Source: an optimization exercise on an open RTL-to-GDS flow (aim: small area). Production flows keep margins and buffers that such runs may drop. The RTL was checked by simulation tests, not by an equivalence proof against the original design.

## multiple_rounds
module multiple_rounds #(parameter N = 32, parameter M = 20)(
  input clk, input rst,
  input wire [N-1:0] a,
  input wire [N-1:0] b,
  input wire [N-1:0] c,
  input wire [N-1:0] d,
  output wire [N-1:0] a_out,
  output wire [N-1:0] b_out,
  output wire [N-1:0] c_out,
  output wire [N-1:0] d_out,
  output reg ready);
==> flow/config.mk <==
export PLATFORM = sky130hd
export DESIGN_NAME = multiple_rounds
export DESIGN_NICKNAME = multiple_rounds
export VERILOG_FILES = /design/flow/design.v
export SDC_FILE = /design/flow/constraint.sdc
export NUM_CORES = 4
export LEC_CHECK = 0
export CAP_MARGIN = 20
export CORE_MARGIN = 2
export CORE_UTILIZATION = 60
export CTS_BUF_LIST = sky130_fd_sc_hd__clkbuf_8 sky130_fd_sc_hd__clkbuf_16
export CTS_CLUSTER_DIAMETER = 70
export CTS_CLUSTER_SIZE = 30
export PLACE_DENSITY = 0.7
export SLEW_MARGIN = 20
==> flow/constraint.sdc <==
create_clock -name core_clock -period 18.0 [get_ports {clk}]
set_input_delay 3.6000 -clock core_clock [delete_from_list [all_inputs] [get_ports {clk}]]
set_output_delay 3.6000 -clock core_clock [all_outputs]
set_load 0.01 [all_outputs]
standard.sh (not shown) runs the stock make flow with config.mk's settings and CLKGATE_MAP_FILE= SYNTH_SCRIPT=/design/flow/synth_recipe.tcl, a recipe that flattens the netlist after the stock synthesis.
==> flow/flow/run.sh <==
#!/bin/bash
# The standard layout, with minimum-size buffers on the ports instead of
# the delay-cell buffers buffer_ports picks by default. The whole make output
# is kept in standard_flow.log; ORFS keeps each tool's log under orfs/logs/.
bash standard.sh "BUFFER_PORTS_ARGS=-buffer_cell sky130_fd_sc_hd__buf_1" finish > standard_flow.log 2>&1
The first run completed with no timing, DRC or antenna violations.
Next try:
--- a/flow/config.mk
+++ b/flow/config.mk
@@ -10,5 +10,5 @@
 export CORE_UTILIZATION = 60
-export CTS_BUF_LIST = sky130_fd_sc_hd__clkbuf_8 sky130_fd_sc_hd__clkbuf_16
-export CTS_CLUSTER_DIAMETER = 70
-export CTS_CLUSTER_SIZE = 30
+export CTS_BUF_LIST = sky130_fd_sc_hd__clkbuf_16
+export CTS_CLUSTER_DIAMETER = 60
+export CTS_CLUSTER_SIZE = 25
 export PLACE_DENSITY = 0.7
Cell area went up by 0.86%.
Synthesized cell count stays the same.
Routed wire length climbs by 0.56%.
Hold slack got worse by 0.012 ns.
Register-to-register slack improved by 0.09 ns.
Critical path depth decreases by 1.

== run 1 ==
Another version of the RTL of multiple_rounds (not shown whole).
Size: roughly 9100 cells after synthesis, about 1400 flip-flops, ~260 I/O pins, about 90000 sq um of cells after synthesis.
## multiple_rounds
module multiple_rounds#(parameter N = 32, parameter M= 20)(
  input clk, input rst,
  input wire [N-1:0] a,
  input wire [N-1:0] b,
  input wire [N-1:0] c,
  input wire [N-1:0] d,
  output wire [N-1:0] a_out,
  output wire [N-1:0] b_out,
  output wire [N-1:0] c_out,
  output wire [N-1:0] d_out,
  output reg ready);
==> flow/config.mk <==
export PLATFORM = sky130hd
export DESIGN_NAME = multiple_rounds
export DESIGN_NICKNAME = multiple_rounds
export VERILOG_FILES = /design/flow/design.v
export SDC_FILE = /design/flow/constraint.sdc
export NUM_CORES = 4
export LEC_CHECK = 0
export CAP_MARGIN = 20
export CORE_MARGIN = 2
export CORE_UTILIZATION = 60
export CTS_BUF_LIST = sky130_fd_sc_hd__clkbuf_4 sky130_fd_sc_hd__clkbuf_8
export PLACE_DENSITY = 0.7
export SLEW_MARGIN = 20
==> flow/constraint.sdc <==
create_clock -name core_clock -period 18.0 [get_ports {clk}]
set_input_delay 3.6000 -clock core_clock [delete_from_list [all_inputs] [get_ports {clk}]]
set_output_delay 3.6000 -clock core_clock [all_outputs]
set_load 0.01 [all_outputs]
Scripts as last shown in full above: flow/flow/run.sh
Run 1 completed end to end with timing, DRC and antenna clean.
#### Input delta (run 2 over run 1)
Settings: changing PLACE_DENSITY from 0.7 to 0.8; changing CTS_BUF_LIST from sky130_fd_sc_hd__clkbuf_4 sky130_fd_sc_hd__clkbuf_8 to sky130_fd_sc_hd__clkbuf_2 sky130_fd_sc_hd__clkbuf_4; changing CORE_UTILIZATION from 60 to 70.
==> flow/run.sh (new file) <==
#!/bin/bash
# synth_recipe.tcl (not shown) runs the flow's synth.tcl, then flattens the netlist and writes it again
# the make line also repeats each setting of config.mk as NAME=value (left out here)
make -C /OpenROAD-flow-scripts/flow DESIGN_CONFIG=/design/flow/config.mk WORK_HOME=/design/flow/orfs CLKGATE_MAP_FILE= SYNTH_SCRIPT=/design/flow/synth_recipe.tcl finish
removed: flow/flow/run.sh
removed: flow/standard.sh
==> comparison <==
- In run 2 the fmax turned out 0.00035 GHz higher than in run 1.
- Half-perimeter wire length after placement of run 2 falls short of that of run 1 by a few percent.
- Run 2 vs. run 1: cell area now sits at about the same level; die area went down 22000 sq um; setup slack now larger.

## re-timing with driven ports
The flow's constraints put no driver on any port. The routed layouts listed below were extracted and timed again, unchanged, in two steps. Step 1 (the two cells are an assumption about what drives the block):
set clk [get_ports {clk}]
set_driving_cell -lib_cell sky130_fd_sc_hd__clkbuf_16 $clk
set_driving_cell -lib_cell sky130_fd_sc_hd__buf_2 [delete_from_list [all_inputs] $clk]
Step 2, shift: input delay + t, output delay - t, t = (earliest + latest rising clock arrival at the registers) / 2. This alone moves slack from input paths to output paths. Three values: ideal ports, drivers, drivers and shift; two values: the first two.
run	t, ns	slack for setup (ns)	hold slack, ns	worst register clock-pin slew, ns
the first run of note 1	0.834	0.285 / 0.285 / 0.103	0.336 / 0.336 / 0.336	0.12 / 0.12
the second run of note 1	0.867	0.377 / 0.377 / 0.057	0.325 / 0.325 / 0.325	0.10 / 0.10
run 1	1.042	4.344 / 4.344 / 4.344	0.350 / 0.350 / 0.350	0.08 / 0.08
run 2	1.442	4.408 / 4.408 / 4.408	0.339 / 0.339 / 0.339	0.09 / 0.09
After both steps every run listed still meets setup and hold. For the second run of note 1, which loses most, drivers alone change the setup slack by 0.000 ns; drivers and shift together by -0.320 ns.
